This design comes from an exercise in tuning for small area and a short achievable clock period on the open sky130 flow, not from production work. For this run, only the layout was checked, not whether the RTL still works. Power is estimated from default activity; no workload was simulated.

==> flow/flow/run.sh <==
#!/bin/bash
# Standard layout, with timing repair aiming for a larger setup margin.
set -euo pipefail
bash standard.sh SETUP_SLACK_MARGIN=12 finish > flow.log 2>&1
==> flow/standard.sh <==
#!/bin/bash
# synth_recipe.tcl (not shown) runs the flow's synth.tcl, then flattens the netlist and writes it again
# the make line also repeats each setting of config.mk as NAME=value (left out here)
make -C /OpenROAD-flow-scripts/flow DESIGN_CONFIG=/design/flow/config.mk WORK_HOME=/design/flow/orfs CLKGATE_MAP_FILE= SYNTH_SCRIPT=/design/flow/synth_recipe.tcl "${@:-finish}"
==> flow/config.mk <==
export PLATFORM = sky130hd
export DESIGN_NAME = ALU_TOP
export DESIGN_NICKNAME = ALU_TOP
export VERILOG_FILES = /design/flow/design.v
export SDC_FILE = /design/flow/constraint.sdc
export NUM_CORES = 4
export LEC_CHECK = 0
export ABC_AREA = 1
export CAP_MARGIN = 20
export CORE_MARGIN = 2
export CORE_UTILIZATION = 40
export SLEW_MARGIN = 20
==> flow/constraint.sdc <==
create_clock -name core_clock -period 32.0 [get_ports {clk}]
set_input_delay 6.4000 -clock core_clock [delete_from_list [all_inputs] [get_ports {clk}]]
set_output_delay 6.4000 -clock core_clock [all_outputs]
set_load 0.01 [all_outputs]
==> flow/design.v <==
module Decoder(
input       wire    [3:0]     ALU_FUN,
input       wire              VLD,
output      wire              Arith_EN,Logic_EN,CMP_EN,Shift_EN
);
assign Arith_EN = VLD & (ALU_FUN[3:2] == 2'b00);
assign Logic_EN = VLD & (ALU_FUN[3:2] == 2'b01);
assign CMP_EN   = VLD & (ALU_FUN[3:2] == 2'b10);
assign Shift_EN = VLD & (ALU_FUN[3:2] == 2'b11);
endmodule
module Arithmetic_Unit #(parameter W = 16, parameter TOPO = 0) (
input    wire     [W-1:0]   X,Y,
input    wire               CI,
output   wire     [W-1:0]   S,
output   wire               CO,
output   wire               PP
);
localparam L = (W <= 2) ? 1 : (W <= 4) ? 2 : (W <= 8) ? 3 : 4;
wire [W-1:0] p0 = X ^ Y;
wire [W:0]   c;
genvar l, j;
generate
if (TOPO == 3) begin : g_plain
  assign {c[W], S} = {1'b0, X} + {1'b0, Y} + {{W{1'b0}}, CI};
end else if (TOPO == 2) begin : g_bk
  wire [W-1:0] g [0:2*L];
  wire [W-1:0] p [0:2*L];
  assign g[0] = (X & Y) | {{(W-1){1'b0}}, p0[0] & CI};
  assign p[0] = p0;
  for (l = 0; l < L; l = l + 1) begin : g_up
    for (j = 0; j < W; j = j + 1) begin : g_bit
      if (((j + 1) % (1 << (l + 1))) == 0) begin : g_op
        assign g[l+1][j] = g[l][j] | (p[l][j] & g[l][j - (1 << l)]);
        assign p[l+1][j] = p[l][j] & p[l][j - (1 << l)];
      end else begin : g_cp
        assign g[l+1][j] = g[l][j];
        assign p[l+1][j] = p[l][j];
      end
    end
  end
  for (l = L - 1; l >= 0; l = l - 1) begin : g_dn
    for (j = 0; j < W; j = j + 1) begin : g_bit
      if ((((j + 1) % (1 << (l + 1))) == (1 << l)) && (j >= (1 << (l + 1)))) begin : g_op
        assign g[2*L-l][j] = g[2*L-l-1][j] | (p[2*L-l-1][j] & g[2*L-l-1][j - (1 << l)]);
        assign p[2*L-l][j] = p[2*L-l-1][j] & p[2*L-l-1][j - (1 << l)];
      end else begin : g_cp
        assign g[2*L-l][j] = g[2*L-l-1][j];
        assign p[2*L-l][j] = p[2*L-l-1][j];
      end
    end
  end
  assign c = {g[2*L], CI};
end else begin : g_pp
  wire [W-1:0] g [0:L];
  wire [W-1:0] p [0:L];
  assign g[0] = (X & Y) | {{(W-1){1'b0}}, p0[0] & CI};
  assign p[0] = p0;
  for (l = 0; l < L; l = l + 1) begin : g_lvl
    for (j = 0; j < W; j = j + 1) begin : g_bit
      if (TOPO == 1) begin : g_ks
        if (j >= (1 << l)) begin : g_op
          assign g[l+1][j] = g[l][j] | (p[l][j] & g[l][j - (1 << l)]);
          assign p[l+1][j] = p[l][j] & p[l][j - (1 << l)];
        end else begin : g_cp
          assign g[l+1][j] = g[l][j];
          assign p[l+1][j] = p[l][j];
        end
      end else begin : g_sk
        if ((j >> l) & 1) begin : g_op
          assign g[l+1][j] = g[l][j] | (p[l][j] & g[l][((j >> l) << l) - 1]);
          assign p[l+1][j] = p[l][j] & p[l][((j >> l) << l) - 1];
        end else begin : g_cp
          assign g[l+1][j] = g[l][j];
          assign p[l+1][j] = p[l][j];
        end
      end
    end
  end
  assign c = {g[L], CI};
end
endgenerate
generate
if (TOPO != 3) begin : g_sum
  assign S = p0 ^ c[W-1:0];
end
endgenerate
assign CO = c[W];
assign PP = &p0;
endmodule
module Logic_Unit(
input    wire     [15:0]    A,B,
input    wire     [1:0]     FUN,
output   wire     [15:0]    Logic_C
);
wire [15:0] r = FUN[0] ? (A | B) : (A & B);
assign Logic_C = r ^ {16{FUN[1]}};
endmodule
module CMP_Unit(
input    wire                GE,
input    wire                EQ,
input    wire     [1:0]      FUN,
input    wire                CMP_EN,
output   wire     [15:0]     CMP_OUT,
output   wire                CMP_Flag
);
wire eq = EQ;
reg  r;
always @(*)
begin
  case (FUN)
    2'b00: r = 1'b0;
    2'b01: r = eq;
    2'b10: r = GE & ~eq;
    2'b11: r = ~GE;
  endcase
end
assign CMP_OUT  = {15'b0, CMP_EN & r};
assign CMP_Flag = CMP_EN;
endmodule
module Shift_Unit(
input    wire     [15:0]     A,B,
input    wire     [1:0]      FUN,
output   wire     [15:0]     Shift_C
);
wire [15:0] v = FUN[1] ? B : A;
assign Shift_C = FUN[0] ? {v[14:0], 1'b0} : {1'b0, v[15:1]};
endmodule
module ALU_TOP(
input    wire     [15:0]     A,B,
input    wire     [3:0]      ALU_FUN,
input    wire                clk,
input    wire                RST,
output   wire      [15:0]    Arith_OUT,Logic_OUT,CMP_OUT,Shift_OUT,
output   wire                Carry_OUT,
output   wire                Arith_Flag,Logic_Flag,CMP_Flag,Shift_Flag
);
localparam M = 7;       
localparam TOPO = 0;    
wire is_mul = (ALU_FUN == 4'b0010);
wire is_div = (ALU_FUN == 4'b0011);
wire is_add = (ALU_FUN == 4'b0000);
wire is_sub = (ALU_FUN == 4'b0001);
wire is_logic = (ALU_FUN[3:2] == 2'b01);
wire is_shift = (ALU_FUN[3:2] == 2'b11);
wire [15:0] logic_c, shift_c;
Logic_Unit U_logic (.A(A), .B(B), .FUN(ALU_FUN[1:0]), .Logic_C(logic_c));
Shift_Unit U_Shift (.A(A), .B(B), .FUN(ALU_FUN[1:0]), .Shift_C(shift_c));
wire [15:0] x_in [16:M];
assign x_in[16] = is_mul ? 16'b0 : is_logic ? logic_c : is_shift ? shift_c : A;
wire [15:M] q_hi;
genvar i;
generate
for (i = 15; i >= M; i = i - 1) begin : g_row_in
  wire [15-i:0] y = is_mul ? (A[15-i:0] & {(16-i){B[i]}}) : ~B[15-i:0];
  wire          bz = ~|B[15:16-i];
  wire          cout;
  wire [15-i:0] s;
  Arithmetic_Unit #(.W(16-i), .TOPO(TOPO)) U_row (.X(x_in[i+1][15:i]), .Y(y), .CI(~is_mul), .S(s), .CO(cout), .PP());
  assign q_hi[i] = cout & bz;
  wire take = is_mul | (is_div & q_hi[i]);
  assign x_in[i] = {take ? s : x_in[i+1][15:i], x_in[i+1][i-1:0]};
end
endgenerate
reg [15:0]   X_r, Y_r;
reg [15:M]   Q_r;
reg [M-1:0]  G_r;
reg [3:0]    fun_r;
reg          mul_r, div_r, add_r, as_r, ci_r;
reg          vld_r;
always @(posedge clk or negedge RST)
begin
  if (!RST)
    vld_r <= 1'b0;
  else
    vld_r <= 1'b1;
end
always @(posedge clk)
begin
  X_r   <= x_in[M];
  Y_r   <= is_mul ? A : is_add ? B : ~B;
  Q_r   <= q_hi;
  G_r   <= is_mul ? B[M-1:0] : {M{1'b1}};
  fun_r <= ALU_FUN;
  mul_r <= is_mul;
  div_r <= is_div;
  add_r <= is_add;
  as_r  <= is_add | is_sub;
  ci_r  <= ~is_mul & ~is_add;
end
wire arith_en, logic_en, cmp_en, shift_en;
Decoder U_Decoder (.ALU_FUN(fun_r), .VLD(vld_r),
  .Arith_EN(arith_en), .Logic_EN(logic_en), .CMP_EN(cmp_en), .Shift_EN(shift_en));
wire [15:0] x_out [M:0];
assign x_out[M] = X_r;
wire [M-1:0] q_lo;
wire         co0;
wire         eq0;
generate
for (i = M-1; i >= 0; i = i - 1) begin : g_row_out
  wire [15-i:0] y = Y_r[15-i:0] & {(16-i){G_r[i]}};
  wire          bz;
  if (i == 0) begin : g_bz0
    assign bz = 1'b1;
  end else begin : g_bz
    assign bz = ~|(~Y_r[15:16-i]);
  end
  wire          cout, pp;
  wire [15-i:0] s;
  Arithmetic_Unit #(.W(16-i), .TOPO(TOPO)) U_row (.X(x_out[i+1][15:i]), .Y(y), .CI(ci_r), .S(s), .CO(cout), .PP(pp));
  assign q_lo[i] = cout & bz;
  if (i == 0) begin : g_x0
    wire take = mul_r | as_r;
    assign x_out[i] = take ? s : x_out[i+1];
    assign eq0 = pp;
    assign co0 = cout;
  end else begin : g_x
    wire take = mul_r | (div_r & q_lo[i]);
    assign x_out[i] = {take ? s : x_out[i+1][15:i], x_out[i+1][i-1:0]};
  end
end
endgenerate
wire [15:0] quot = {Q_r, q_lo};
assign Arith_OUT  = {16{arith_en}} & (div_r ? quot : x_out[0]);
assign Carry_OUT  = arith_en & add_r & co0;
assign Arith_Flag = arith_en;
CMP_Unit U_CMP (.GE(co0), .EQ(eq0), .FUN(fun_r[1:0]), .CMP_EN(cmp_en),
  .CMP_OUT(CMP_OUT), .CMP_Flag(CMP_Flag));
assign Logic_OUT  = {16{logic_en}} & X_r;
assign Logic_Flag = logic_en;
assign Shift_OUT  = {16{shift_en}} & X_r;
assign Shift_Flag = shift_en;
endmodule
==> notes.md <==
## metrics by stage
stage | hold slack [ps] | cell area [um2] | setup slack, ps
5_1_grt | 6215 | 14490 | 11720
6_report | 6212 | 14490 | 12450
3_5_place_dp | 6555 | 12370 | 8428
2_1_floorplan | 6104 | 11260 | 12030
3_3_place_gp | 6551 | 12370 | 8539
4_1_cts | 6211 | 13460 | 12010
## layout make-up
type | count | share of cell area (%)
Clock inverter | 3 | 0.1036
Timing Repair Buffer | 223 | 14.00
Multi-Input combinational cell | 1389 | 64.09
Inverter | 313 | 8.530
Sequential cell | 58 | 8.124
Timing Repair inverter | 3 | 0.1554
Clock buffer | 13 | 1.727
Tap cell | 378 | 3.263
## sequential cells by signal, indices dropped and copies added (netlist names)
| name | flops |
|---|---|
| G_r | 7 |
| Q_r | 9 |
| X_r | 16 |
| Y_r | 16 |
| add_r | 1 |
| as_r | 1 |
| ci_r | 1 |
| div_r | 1 |
| fun_r | 4 |
| mul_r | 1 |
| vld_r | 1 |
## where the power goes
group / switching [mW] / internal [mW]
sequential: 0.0106 / 0.0781
combinational: 0.244 / 0.173
clock: 0.0314 / 0.0540
total: 0.286 / 0.305
## timing repair
item | 4_1_cts | 5_1_grt
setup buffers | 60 | 61
pin swaps | 22 | 63
gates cloned | 6 | 2
setup endpoints to repair | 29 | 28
resized for setup | 94 | 162
## per-layer routing
metal  wire [um]  track usage [%]  vias to the layer above
li1            -                -                     6102
met1       16500            33.06                     5844
met2       20130            47.35                      428
met3        1789            1.542                      101
met4        1666            10.57                        0
met5           0                0                        -
## final timing paths
check / from / endpoint / slack, ps / cells after the start
min in group core_clock: ALU_FUN[3] / fun_r[3] / 6310 / 1
max in group asynchronous: RST / vld_r / 25690 / 1
max: B[0] / X_r[7] / 12450 / 97
min: RST / vld_r / 6210 / 1
## cells by family (layout without fill, tap and decap cells)
kind of cell / after synthesis / count (layout)
other cells: 2 / 16
simple gates: 835 / 837
xor+xnor: 55 / 55
compound gates: 311 / 311
flops: 58 / 58
fa+ha+maj: 169 / 169
mux: 1 / 1
buf+inv: 379 / 555
## cells in the mapped netlist, drive strengths merged, types with 3 or more instances
master	instances	area (um2)
and2	12	75.07
o21ai	93	510.5
nor3	10	61.31
nand3	134	675.7
o2111ai	3	26.28
or2	31	193.9
nand4	4	40.04
buf	34	216.5
clkinv	4	15.01
nor2	114	457.9
clkbuf	32	120.1
o22ai	9	56.30
a211oi	7	57.55
a221oi	3	26.28
a21oi	134	681.9
o211ai	17	127.6
a31o	3	26.28
nand2	525	2033
dfxtp	57	1141
a31oi	8	50.05
a21boi	5	41.29
o21bai	7	52.55
a21o	8	60.06
o21a	4	38.78
fa	65	1301
inv	309	1160
ha	104	1301
xor2	30	262.8
xnor2	25	219.0
o221ai	4	35.03
==> summary.md <==
| Metric | Value |
|---|---|
| Outcome | no timing/DRC/antenna violations |
| Placed Cells | 2235 |
| Post-synthesis xor/xnor area fraction | 4.302% |
| FP Rows | 61 |
| Register area share after synthesis | between 10% and 20% |
| Lkg Pwr | 7.716 nW |
| Period minus WS final | roughly 20000 ps |
| Worst-Margin Slew | 902.0 ps |
| FMAX | roughly 50 MHz |
| Post-synth EDFFs | 0 |
| Die width | 171.3 um |
| Cell class contributing the biggest share of worst-path delay | simple AND/OR/NAND/NOR gates |
| Total GRT Usage | 26.41% |
| Endpoints failing setup | 0 |
| Synth Area in Simple Gates | a little under a third |
| Post-DRT Antenna Nets | 0 |
| Largest net degree at the start of global routing | 32 |
| Routed len/inst | ~17 um |
| Initial Util | roughly two fifths |
| CTS root buffer | clkbuf_16 |
| Worst relative slew slack | 39.41% |
| Hold Crit Class | input port to async pin |
| VDD IR max | 0.00001985 V |
| DR vias/cell | roughly 5.2 |
| Max Cap Viol | 0 |
| Synth Area in Adders | 23.24% |
| Crit. End Element | flop |
| Critical Setup Path Class | input port to flop |
| IO Count | approximately 110 |
| RSZ-0062 raised after global routing | yes |
| Worst-path cell with the longest stage delay | clkdlybuf4s50_1 |
| CTS tree | yes |
| Final hold vios | 0 |
| Power Total | between 0.5 and 0.6 mW |
| Diodes inserted | 0 |
| Critical path arrival | between 15000 and 20000 ps |
| DR pass1 iterations | 6 |
| Die area | slightly below 0.03 mm2 |
| Starting DRT DRC Count | around 1100 |
| Sum of negative setup slack | 0 ps |
| Worst setup SP type | input port |
| Share of layout cells above drive strength 1 | between 10% and 20% |
| Core area | 0.02771 mm2 |
| Final Max Slew Viols | 0 |
| CP max stage delay | 610 ps |
| Post-Syn Instances | roughly 1800 |
| Longest Clk Path Bufs | 2 |
| Critical path peak fanout | 7 |
| Finished Layout Cells | ~2400 |
| Initial antenna violation count | 0 |
| Main synth FF type | dfxtp_1 |
| Asr flop ratio synth | under 10% |
| Main combinational cell family by area after synthesis | simple AND/OR/NAND/NOR gates |
| Clock sink total | slightly below 60 |
| Vias | roughly 12000 |
| Post-route DRC | 0 |
| Synthesized area per cell | just over 6 um2 |
| Layout net count | approximately 2200 |
| # port buffers | just over 90 |
| Gpl congestion | ~0.95 |
| Bufs and invs on worst path | 19 |
| Total grt overflow | 0 |
| Reg area | 0.001177 mm2 |
| Crit path top cell by count | nand2_1 |
| Vias in the first global route | ~12000 |
| Final HPWL DP | around 30 mm |
| YS warnings | 18 |
| P per Cell Area | approximately 41 mW/mm2 |
| Post-detailed-routing wire length | 40.08 mm |
| Die span in y | roughly 170 um |
| Synth cell types | 62 |
| Final period util | between 60% and 70% |
| Post-CTS Hold Fix Bufs | 0 |
| Synthesis-to-layout area growth | 29.42% |
| WP data required | about 32000 ps |
| Most common cell after layout, fill and taps aside | nand2_1 |
| Fin util | 52.31% |
| Mux cell area share after synthesis | less than 1% |
| Area of the multi-input gates | between 0.009 and 0.01 mm2 |
| Commonest non-fill, non-tap cells in the layout | 476 x nand2_1, 283 x inv_1, 124 x nand3_1 |
| Mapped cell area | between 0.01 and 0.015 mm2 |
| Global-route wire length before repair | ~61 mm |
| Flops & latches, synth | 58 |
| Synth Area in Compound Gates | 16.45% |
| Htree depth | 3 |
| Fill cells | between 2000 and 3000 |
| Inserted Clock Buffers | 9 |
| Clk pin slew, worst setup/hold paths | approximately 50 ps |

[separate check: timing with driven ports]
Ports are ideal in the flow. The routed layout listed here was re-timed in OpenROAD.
Step 1 (the two cells are an assumption about what drives the block):
set clk [get_ports {clk}]
set_driving_cell -lib_cell sky130_fd_sc_hd__clkbuf_16 $clk
set_driving_cell -lib_cell sky130_fd_sc_hd__buf_2 [delete_from_list [all_inputs] $clk]
Step 2, shift: input delay + t, output delay - t, t = (earliest + latest rising clock arrival at the registers) / 2. This alone moves slack from input paths to output paths.
Three values: ideal, step 1, step 2; two values: the first two.
shift t [ns]: 0.363
setup slack, ns: 12.446 / 12.467 / 12.104
latest minus earliest clock arrival (ns): 0.010 / 0.010
slew at the worst register clock pin (ns): 0.05 / 0.05
worst data-port slew with drivers (ns): 0.04
After both steps setup and hold are still met in this run. The setup slack of this run moves by +0.021 ns with the drivers and by -0.342 ns with both steps.
